Source: an optimization exercise on an open RTL-to-GDS flow (aim: small area and a short achievable clock period). Production flows keep margins and buffers that such runs may drop.
Function was checked by simulation only, so behaviour that the tests miss may differ from the original.
Power and IR drop assume default switching activity.

==> flow/design.v <==
module bcd_to_7(
    input  [3:0] bcd,
    output reg [6:0] seg
    );
  always @(*) begin
    case (bcd)
      4'd0:  seg = 7'b0111111;
      4'd1:  seg = 7'b0000110;
      4'd2:  seg = 7'b1011011;
      4'd3:  seg = 7'b1001111;
      4'd4:  seg = 7'b1100110;
      4'd5:  seg = 7'b1101101;
      4'd6:  seg = 7'b1111101;
      4'd7:  seg = 7'b0000111;
      4'd8:  seg = 7'b1111111;
      4'd9:  seg = 7'b1101111;
      4'd10: seg = 7'b1110111;
      4'd11: seg = 7'b1111100;
      4'd12: seg = 7'b0111001;
      4'd13: seg = 7'b1011110;
      4'd14: seg = 7'b1111001;
      default: seg = 7'b1110001;
    endcase
  end
endmodule
module Microprocessor(
    input        clk_in,
    input        clr,
    input  [7:0] instruction,
    output [7:0] counter2,
    output [6:0] seg1,
    output [6:0] seg2,
    output [6:0] seg3,
    output [6:0] seg4,
    output [6:0] seg5,
    output [6:0] seg6
    );
  wire [1:0] op = instruction[7:6];
  wire [1:0] rs = instruction[5:4];
  wire [1:0] rt = instruction[3:2];
  wire [1:0] fi = instruction[1:0];
  wire [7:0] imm = {{6{fi[1]}}, fi};
  wire op_add  = (op == 2'b00);
  wire op_load = (op == 2'b01);
  wire op_st   = (op == 2'b10);
  wire op_br   = (op == 2'b11);
  reg [7:0] pc;
  reg [7:0] r0, r1, r2, r3;
  reg [7:0] mem [0:31];
  reg [7:0] ra, rb;
  always @(*) begin
    case (rs)
      2'd0: ra = r0;
      2'd1: ra = r1;
      2'd2: ra = r2;
      default: ra = r3;
    endcase
    case (rt)
      2'd0: rb = r0;
      2'd1: rb = r1;
      2'd2: rb = r2;
      default: rb = r3;
    endcase
  end
  wire [7:0] la  = ra + imm;
  wire [7:0] sum = ra + rb;
  wire [7:0] alu = op[0] ^ op[1] ? la : sum;
  wire [2:0] lo  = {1'b0, ra[1:0]} + {1'b0, fi};
  wire       c0  = lo[2];
  wire       cp1 = c0 & ~fi[1];
  wire       cz  = ~(c0 ^ fi[1]);
  wire       cm1 = ~c0 & fi[1];
  function [9:0] qdec(input [7:0] r);
    integer j;
    begin
      qdec[0] = (r[7:2] == 6'h3f);
      for (j = 0; j <= 8; j = j + 1)
        qdec[j+1] = (r[7:2] == j);
    end
  endfunction
  wire [9:0] q0 = qdec(r0);
  wire [9:0] q1 = qdec(r1);
  wire [9:0] q2 = qdec(r2);
  wire [9:0] q3 = qdec(r3);
  reg  [9:0] q;
  always @(*) begin
    case (rs)
      2'd0: q = q0;
      2'd1: q = q1;
      2'd2: q = q2;
      default: q = q3;
    endcase
  end
  genvar gi;
  wire [7:0] p2;    
  generate
    for (gi = 0; gi < 8; gi = gi + 1) begin : g_p2
      assign p2[gi] = (cz & q[gi+1]) | (cp1 & q[gi]) | (cm1 & q[gi+2]);
    end
  endgenerate
  wire [3:0] p1;    
  generate
    for (gi = 0; gi < 4; gi = gi + 1) begin : g_p1
      assign p1[gi] = (lo[1:0] == gi);
    end
  endgenerate
  reg [7:0] grp [0:7];
  reg [7:0] ld;
  integer g, j;
  always @(*) begin
    for (g = 0; g < 8; g = g + 1) begin
      grp[g] = 8'd0;
      for (j = 0; j < 4; j = j + 1)
        grp[g] = grp[g] | ({8{p1[j]}} & mem[4*g+j]);
    end
    ld = 8'd0;
    for (g = 0; g < 8; g = g + 1)
      ld = ld | ({8{p2[g]}} & grp[g]);
  end
  wire st_ok = op_st & (la[7:5] == 3'b000);
  reg [7:0] disp;
  always @(*) begin
    case (op)
      2'b00: disp = sum;
      2'b01: disp = ld;
      2'b10: disp = rb;
      default: disp = 8'd0;
    endcase
  end
  wire [7:0] value = op[0] ? ld : sum;
  wire [1:0] wreg = op[0] ? rt : fi;
  always @(posedge clk_in or posedge clr) begin
    if (clr) begin
      pc <= 8'd0;
      r0 <= 8'd0;
      r1 <= 8'd0;
      r2 <= 8'd0;
      r3 <= 8'd0;
    end else begin
      pc <= pc + (op_br ? imm : 8'd0) + 8'd1;
      if (~op[1] && wreg == 2'd0) r0 <= value;
      if (~op[1] && wreg == 2'd1) r1 <= value;
      if (~op[1] && wreg == 2'd2) r2 <= value;
      if (~op[1] && wreg == 2'd3) r3 <= value;
    end
  end
  generate
    for (gi = 0; gi < 32; gi = gi + 1) begin : g_mem
      localparam [7:0] RV = (gi < 16) ? gi : (8'd0 - (gi - 16));
      always @(posedge clk_in or posedge clr) begin
        if (clr)
          mem[gi] <= RV;
        else if (st_ok && la[4:0] == gi)
          mem[gi] <= rb;
      end
    end
  endgenerate
  assign counter2 = pc - 8'd1;
  bcd_to_7 u_seg1(.bcd(disp[7:4]), .seg(seg1));
  bcd_to_7 u_seg2(.bcd(disp[3:0]), .seg(seg2));
  bcd_to_7 u_seg3(.bcd(pc[7:4]),   .seg(seg3));
  bcd_to_7 u_seg4(.bcd(pc[3:0]),   .seg(seg4));
  bcd_to_7 u_seg5(.bcd(alu[7:4]),  .seg(seg5));
  bcd_to_7 u_seg6(.bcd(alu[3:0]),  .seg(seg6));
endmodule
==> flow/config.mk <==
export PLATFORM = sky130hd
export DESIGN_NAME = Microprocessor
export DESIGN_NICKNAME = Microprocessor
export VERILOG_FILES = /design/flow/design.v
export SDC_FILE = /design/flow/constraint.sdc
export NUM_CORES = 4
export LEC_CHECK = 0
export CAP_MARGIN = 0
export CORE_MARGIN = 2
export CORE_UTILIZATION = 60
export SETUP_SLACK_MARGIN = 2.0
export SLEW_MARGIN = 0
export TNS_END_PERCENT = 10
==> flow/constraint.sdc <==
create_clock -name core_clock -period 9.0 [get_ports {clk_in}]
set_input_delay 1.8000 -clock core_clock [delete_from_list [all_inputs] [get_ports {clk_in}]]
set_output_delay 1.8000 -clock core_clock [all_outputs]
set_load 0.01 [all_outputs]
standard.sh (not shown) runs the stock make flow with config.mk's settings and CLKGATE_MAP_FILE= SYNTH_SCRIPT=/design/flow/synth_recipe.tcl, a recipe that flattens the netlist after the stock synthesis.
==> flow/flow/run.sh <==
#!/bin/bash
# Layout flow: the standard synthesis, then the combinational logic is
# re-mapped by ABC (flip-flops untouched: same instances, names and cells),
# then the standard layout from floorplan to finish.
set -euo pipefail
W=$(pwd)
R=$W/orfs/results/sky130hd/Microprocessor/base
LIB=$FLOW_HOME/platforms/sky130hd/lib/sky130_fd_sc_hd__tt_025C_1v80.lib
EXTRA=()
[[ -f flow/make_args.txt ]] && mapfile -t EXTRA < flow/make_args.txt

bash standard.sh "${EXTRA[@]}" synth > synth_std.log 2>&1

# combinational cell models from the liberty file
python3 flow/gen_cells.py $LIB > comb_cells.v

DU=""
for c in $(sed -n '/DONT_USE_CELLS += /,/^#/p' $FLOW_HOME/platforms/sky130hd/config.mk | grep -o 'sky130_fd_sc_hd__[a-z0-9_]*'); do
  DU="$DU -dont_use $c"
done

cp $R/1_2_yosys.v $R/1_2_yosys_std.v
cat > resynth.ys <<EOY
read_verilog comb_cells.v
read_liberty -lib -ignore_redef $LIB
read_verilog $R/1_2_yosys_std.v
hierarchy -top $FLOW_TOP
flatten
hierarchy -top $FLOW_TOP
read_liberty -lib -ignore_redef $LIB
opt -purge
techmap
opt -fast
abc -script $W/flow/resyn.abc $(cat flow/abc_args.txt 2>/dev/null || true) -liberty $LIB $DU
opt_clean -purge
hilomap -singleton -hicell sky130_fd_sc_hd__conb_1 HI -locell sky130_fd_sc_hd__conb_1 LO
splitnets
opt_clean -purge
insbuf -buf sky130_fd_sc_hd__buf_4 A X
check -assert -mapped
tee -o resynth_stat.txt stat -liberty $LIB
write_verilog -noattr -noexpr -nohex -nodec $W/resynth_out.v
EOY
yosys -s resynth.ys > resynth.log 2>&1
cp $W/resynth_out.v $R/1_2_yosys.v
rm -f $R/1_synth.odb $R/1_synth.sdc

bash standard.sh "${EXTRA[@]}" finish > layout.log 2>&1
==> flow/flow/abc_args.txt <==
Other scripts of this flow, unchanged in this note and not shown: flow/flow/gen_cells.py, flow/flow/make_args.txt, flow/flow/resyn.abc
The first run passed the timing, design-rule and antenna checks.
Edit:
Settings changed: CORE_UTILIZATION 60 to 50, SETUP_SLACK_MARGIN 2.0 to 2.5.
- cell area rose by 1.5%
- clock-buffer cell count rose by 3
- wire length barely changes
- sequential power barely changes
Edit:
==> flow/flow/abc_args.txt (replaced) <==
 -dont_use sky130_fd_sc_hd__or3_1 -dont_use sky130_fd_sc_hd__or3_2 -dont_use sky130_fd_sc_hd__or3_4 -dont_use sky130_fd_sc_hd__or4_1 -dont_use sky130_fd_sc_hd__or4_2 -dont_use sky130_fd_sc_hd__or4_4 -dont_use sky130_fd_sc_hd__nor4_1 -dont_use sky130_fd_sc_hd__nor4_2 -dont_use sky130_fd_sc_hd__nor4_4 -dont_use sky130_fd_sc_hd__mux4_1 -dont_use sky130_fd_sc_hd__mux4_2 -dont_use sky130_fd_sc_hd__mux4_4 -dont_use sky130_fd_sc_hd__or2_0 -dont_use sky130_fd_sc_hd__or3b_1 -dont_use sky130_fd_sc_hd__or3b_2 -dont_use sky130_fd_sc_hd__or3b_4 -dont_use sky130_fd_sc_hd__or4b_1 -dont_use sky130_fd_sc_hd__or4b_2 -dont_use sky130_fd_sc_hd__or4b_4 -dont_use sky130_fd_sc_hd__or4bb_1 -dont_use sky130_fd_sc_hd__or4bb_2 -dont_use sky130_fd_sc_hd__or4bb_4
Settings changed: CORE_UTILIZATION 50 to 60.
The new run produced a clean layout.
Cell count came out higher slightly.
Critical path depth came out higher by 4.
Total power shrinks by a little under a tenth.
Core utilization grows by 14 points.
Count of clock-buffer cells in the layout shrinks by 3.

Setup of run 1:
// Microprocessor: RTL as listed in full above, without the edits since
export LEC_CHECK = 0
export CAP_MARGIN = 0
export CORE_MARGIN = 2
export CORE_UTILIZATION = 60
export SETUP_SLACK_MARGIN = 2.5
export SLEW_MARGIN = 0
export TNS_END_PERCENT = 10
create_clock -name core_clock -period 9.0 [get_ports {clk_in}]
==> flow/flow/abc_args.txt <==
==> flow/flow/gen_cells.py <==
# Writes a Verilog model of every combinational cell of a liberty file (its
# output functions as assigns), so yosys can re-map the combinational logic.
import re, sys
t = open(sys.argv[1]).read()
def block(s, start):
    d = 1; i = start
    while d:
        c = s[i]
        if c == '{': d += 1
        elif c == '}': d -= 1
        i += 1
    return s[start:i]
def conv(f):
    f = f.replace('!', '~')
    f = re.sub(r'(\w)\s+(?=[\w(~])', r'\1&', f)
    f = re.sub(r'\)\s+(?=[\w(~])', r')&', f)
    return f.replace('*', '&').replace('+', '|')
out = []
for m in re.finditer(r'\n\s*cell\s*\(\s*"?(\w+)"?\s*\)\s*\{', t):
    body = block(t, m.end())
    if re.search(r'\b(ff|latch|statetable)\s*\(', body):
        continue
    pins = []
    for pm in re.finditer(r'\n\s*pin\s*\(\s*"?(\w+)"?\s*\)\s*\{', body):
        pb = block(body, pm.end())
        dm = re.search(r'direction\s*:\s*"?(\w+)', pb)
        fm = re.search(r'\bfunction\s*:\s*"([^"]*)"', pb)
        pins.append((pm.group(1), dm.group(1) if dm else None, fm.group(1) if fm else None))
    outs = [p for p in pins if p[1] == 'output']
    ins = [p for p in pins if p[1] == 'input']
    if not outs or any(o[2] is None for o in outs):
        continue
    decl = ', '.join(['input ' + p[0] for p in ins] + ['output ' + p[0] for p in outs])
    s = 'module %s(%s);\n' % (m.group(1), decl)
    for o in outs:
        s += '  assign %s = %s;\n' % (o[0], conv(o[2]))
    out.append(s + 'endmodule\n')
sys.stdout.write(''.join(out))
==> flow/flow/make_args.txt <==
ADDER_MAP_FILE=
BUFFER_PORTS_ARGS=-buffer_cell sky130_fd_sc_hd__buf_1
CTS_ARGS=-sink_clustering_enable -repair_clock_nets -dont_use_dummy_load -buf_list sky130_fd_sc_hd__clkbuf_16 -sink_clustering_size 26 -sink_clustering_max_diameter 70
RECOVER_POWER=100
==> flow/flow/resyn.abc <==
strash
&get -n
&st
&syn2
&dch
&nf -R 1000
&put
Scripts as last shown in full above: flow/flow/run.sh
Complete run, failing final checks: run 1, reason max-capacitance violations, max-slew violations.
## Diff of input files: run 2 against run 1
- PLACE_DENSITY now 0.8, previously not set
diff --git a/flow/flow/make_args.txt b/flow/flow/make_args.txt
--- a/flow/flow/make_args.txt
+++ b/flow/flow/make_args.txt
@@ -4 +3,0 @@
-RECOVER_POWER=100
==> comparison <==
In summary, run 2 completed successfully, with a layout that passed the timing, design-rule and antenna checks. Run 2 does better than run 1 on shortest clock period the worst path allows after layout. [compare] base=run 1 new=run 2: critical-path maximum fanout now sits higher; met2 wire length now sits higher; post-layout instance area now sits higher; first-pass GRT wire length now sits higher; critical path depth now sits higher. The end of the critical path comes out seg1[5] in one run and seg2[0] in the other, namely in run 2 and run 1 respectively. Diff run 2 and run 1: internal power consumption lower in run 1.

Starts from the design.v that is shown in full above.
Settings: LEC_CHECK=0, CAP_MARGIN=0, CORE_MARGIN=2, CORE_UTILIZATION=60, SETUP_SLACK_MARGIN=2.5, SLEW_MARGIN=0, TNS_END_PERCENT=0; clock period 9.0 ns.
==> flow/flow/make_args.txt <==
ADDER_MAP_FILE=
BUFFER_PORTS_ARGS=-buffer_cell sky130_fd_sc_hd__buf_1
CTS_ARGS=-sink_clustering_enable -repair_clock_nets -dont_use_dummy_load -buf_list sky130_fd_sc_hd__clkbuf_16 -sink_clustering_size 26 -sink_clustering_max_diameter 70
Scripts as last shown in full above: flow/flow/run.sh, flow/flow/abc_args.txt, flow/flow/gen_cells.py, flow/flow/resyn.abc
The baseline completed with no timing, DRC or antenna violations.
Rerun with:
Settings changed: TNS_END_PERCENT 0 to 10.
Final cell count drops by 1.3%. Total power drops by 0.36%. Register-to-register slack improves by 60 ps. Via count drops by 0.38%.

Setup of job 1137:
// Microprocessor: RTL as listed in full above, without the edits since
export LEC_CHECK = 0
export CAP_MARGIN = 0
export CORE_MARGIN = 2
export CORE_UTILIZATION = 60
export SETUP_SLACK_MARGIN = 3.5
export SLEW_MARGIN = 0
export TNS_END_PERCENT = 10
create_clock -name core_clock -period 9.0 [get_ports {clk_in}]
Scripts as last shown in full above: flow/flow/run.sh, flow/flow/abc_args.txt, flow/flow/gen_cells.py, flow/flow/make_args.txt, flow/flow/resyn.abc
--- input diff job 1137..job 8593 ---
--- a/flow/config.mk
+++ b/flow/config.mk
@@ -10,4 +10,3 @@
 export CORE_UTILIZATION = 60
-export SETUP_SLACK_MARGIN = 3.5
+export SETUP_SLACK_MARGIN = 2.5
 export SLEW_MARGIN = 0
-export TNS_END_PERCENT = 10
## What came out
The final reports for job 8593 and job 1137 show growth of design area from synthesis to finish higher in the former.
Job 8593 vs. job 1137: logic depth of the worst register-to-register path fell by 1, placer congestion estimate stayed essentially flat, instance count on the critical path rose by 3, final period utilization fell by 0.86 points.
Combinational fraction of design power (lower): job 1137
Cmp job 1137 and job 8593 / total power consumption of the routed design / lower: job 1137
Job 8593 vs job 1137 — number of nets in the layout rose 3.3%.
Looking at proportion of layout cells with a drive suffix above 1, job 8593 sits 6.9 points above job 1137.
Min area of all placed cells without fillers across job 1137 and job 8593: job 1137
#### Input delta (job 2010 over job 8593)
==> flow/flow/make_args.txt <==
ADDER_MAP_FILE=
BUFFER_PORTS_ARGS=-buffer_cell sky130_fd_sc_hd__buf_1
CTS_ARGS=-sink_clustering_enable -repair_clock_nets -dont_use_dummy_load -buf_list sky130_fd_sc_hd__clkbuf_16 -sink_clustering_size 20 -sink_clustering_max_diameter 60
--- a/flow/config.mk
+++ b/flow/config.mk
@@ -12 +12,2 @@
 export SLEW_MARGIN = 0
+export TNS_END_PERCENT = 10
Findings:
Having completed the whole flow, job 2010 delivered a layout that passed the timing, design-rule and antenna checks.
Against job 8593, job 2010 reports a core utilization that is lower.
The reported clock group power reported for job 2010 is greater than that of job 8593 by 22%.
Going from job 8593 to job 2010, the critical path depth was found to have gone down by 4.
Job 2010 against job 8593: worst hold margin -0.0036 ns; finished layout cell area -6.1%.
Setup changes, job 2010 to job 9095
==> flow/flow/make_args.txt <==
ADDER_MAP_FILE=
BUFFER_PORTS_ARGS=-buffer_cell sky130_fd_sc_hd__buf_1
CTS_ARGS=-sink_clustering_enable -repair_clock_nets -dont_use_dummy_load -buf_list sky130_fd_sc_hd__clkbuf_16 -sink_clustering_size 26 -sink_clustering_max_diameter 70
--- a/flow/config.mk
+++ b/flow/config.mk
@@ -7,3 +7,3 @@
 export LEC_CHECK = 0
-export CAP_MARGIN = 0
+export CAP_MARGIN = 10
 export CORE_MARGIN = 2
@@ -11,3 +11,3 @@
 export SETUP_SLACK_MARGIN = 2.5
-export SLEW_MARGIN = 0
+export SLEW_MARGIN = 10
 export TNS_END_PERCENT = 10
Notes after the runs:
Job 9095 completed every stage of the flow, and the final layout passed the timing, design-rule and antenna checks.
Register share of total power in job 9095 vs job 2010: up 1.0 points
Taking job 2010 as the reference point, the power share of the clock group of job 9095 falls by 1.9 points.
Summary of job 9095 over job 2010: overall power after layout went down, hold slack level, maximum frequency +1.7 MHz, setup slack rose 0.093 ns, met1 wire length essentially unchanged.
The final instance count without filler cells of job 9095 and that of job 2010 are within noise of each other.
diff inputs: job 9095 => job 2131
--- a/flow/config.mk
+++ b/flow/config.mk
@@ -7,7 +7,7 @@
 export LEC_CHECK = 0
-export CAP_MARGIN = 10
+export CAP_MARGIN = 0
 export CORE_MARGIN = 2
 export CORE_UTILIZATION = 60
-export SETUP_SLACK_MARGIN = 2.5
-export SLEW_MARGIN = 10
+export SETUP_SLACK_MARGIN = 3.0
+export SLEW_MARGIN = 0
 export TNS_END_PERCENT = 10
==> run notes <==
On clock network fraction of total power, job 2131 tracks job 9095 almost exactly. Compared with job 9095, job 2131 shows a final design instance area without fill that is about 0.5% lower. Initial antenna violation count (job 2131 over job 9095): increase, 1. From job 9095 to job 2131, die area did not move at all. On sequential share of layout area: between job 9095 and job 2131, it ends up lower for job 9095. Going from job 9095 to job 2131, global-route wire length before repair shrinks by about 0.7%.
diff inputs: job 2131 => job 129
--- a/flow/config.mk
+++ b/flow/config.mk
@@ -10,3 +10,4 @@
 export CORE_UTILIZATION = 60
-export SETUP_SLACK_MARGIN = 3.0
+export GPL_ROUTABILITY_DRIVEN = 0
+export SETUP_SLACK_MARGIN = 2.5
 export SLEW_MARGIN = 0
==> run notes <==
- Job 129 | status: complete | timing, DRC, antenna: pass
- Wire: job 129 routes less than job 2131
- The run showing the greater count of cells resized by post-cts repair is job 2131.
- In the flow results for job 2131 and job 129, the worst IR drop on VDD is smaller on job 129.

## what the ideal ports hide
The flow's constraints put no driver on any port. The routed layouts listed below were extracted and timed again, unchanged, in two steps. Step 1 assumes that a clkbuf_16 drives the clock port and a buf_2 every other input. Step 2 also shifts input and output timing later by t, the mid clock arrival at the registers, as if the neighbouring blocks saw the same clock. a / b / c = ideal / step 1 / step 2; a / b = the first two.
| run | shift t [ns] | slack for setup (ns) | hold WS [ns] | slew at the worst register clock pin (ns) |
|---|---|---|---|---|
| the first run of note 1 | 0.556 | 1.368 / 1.313 / 1.313 | 0.481 / 0.481 / 0.481 | 0.10 / 0.10 |
| the second run of note 1 | 0.574 | 1.520 / 1.465 / 1.465 | 0.480 / 0.480 / 0.480 | 0.10 / 0.10 |
| the third run of note 1 | 0.561 | 1.707 / 1.627 / 1.627 | 0.481 / 0.481 / 0.481 | 0.10 / 0.10 |
| run 1 | 0.557 | 0.886 / 0.863 / 0.863 | 0.481 / 0.481 / 0.481 | 0.10 / 0.10 |
| run 2 | 0.554 | 1.544 / 1.493 / 1.493 | 0.479 / 0.479 / 0.479 | 0.10 / 0.10 |
| the first run of note 3 | 0.557 | 1.539 / 1.478 / 1.478 | 0.480 / 0.480 / 0.480 | 0.11 / 0.11 |
| the second run of note 3 | 0.558 | 1.613 / 1.564 / 1.564 | 0.481 / 0.481 / 0.481 | 0.10 / 0.10 |
| job 1137 | 0.564 | 1.441 / 1.363 / 1.363 | 0.481 / 0.481 / 0.481 | 0.10 / 0.10 |
| job 8593 | 0.557 | 1.518 / 1.466 / 1.466 | 0.482 / 0.482 / 0.482 | 0.10 / 0.10 |
| job 2010 | 0.582 | 1.503 / 1.454 / 1.454 | 0.478 / 0.478 / 0.478 | 0.08 / 0.08 |
| job 9095 | 0.562 | 1.596 / 1.547 / 1.547 | 0.479 / 0.479 / 0.479 | 0.10 / 0.10 |
| job 2131 | 0.550 | 1.492 / 1.431 / 1.431 | 0.482 / 0.482 / 0.482 | 0.10 / 0.10 |
| job 129 | 0.556 | 1.523 / 1.464 / 1.464 | 0.484 / 0.484 / 0.484 | 0.10 / 0.10 |
The setup slack of the third run of note 1, which loses most, moves by -0.080 ns with the drivers and by -0.080 ns with both steps.
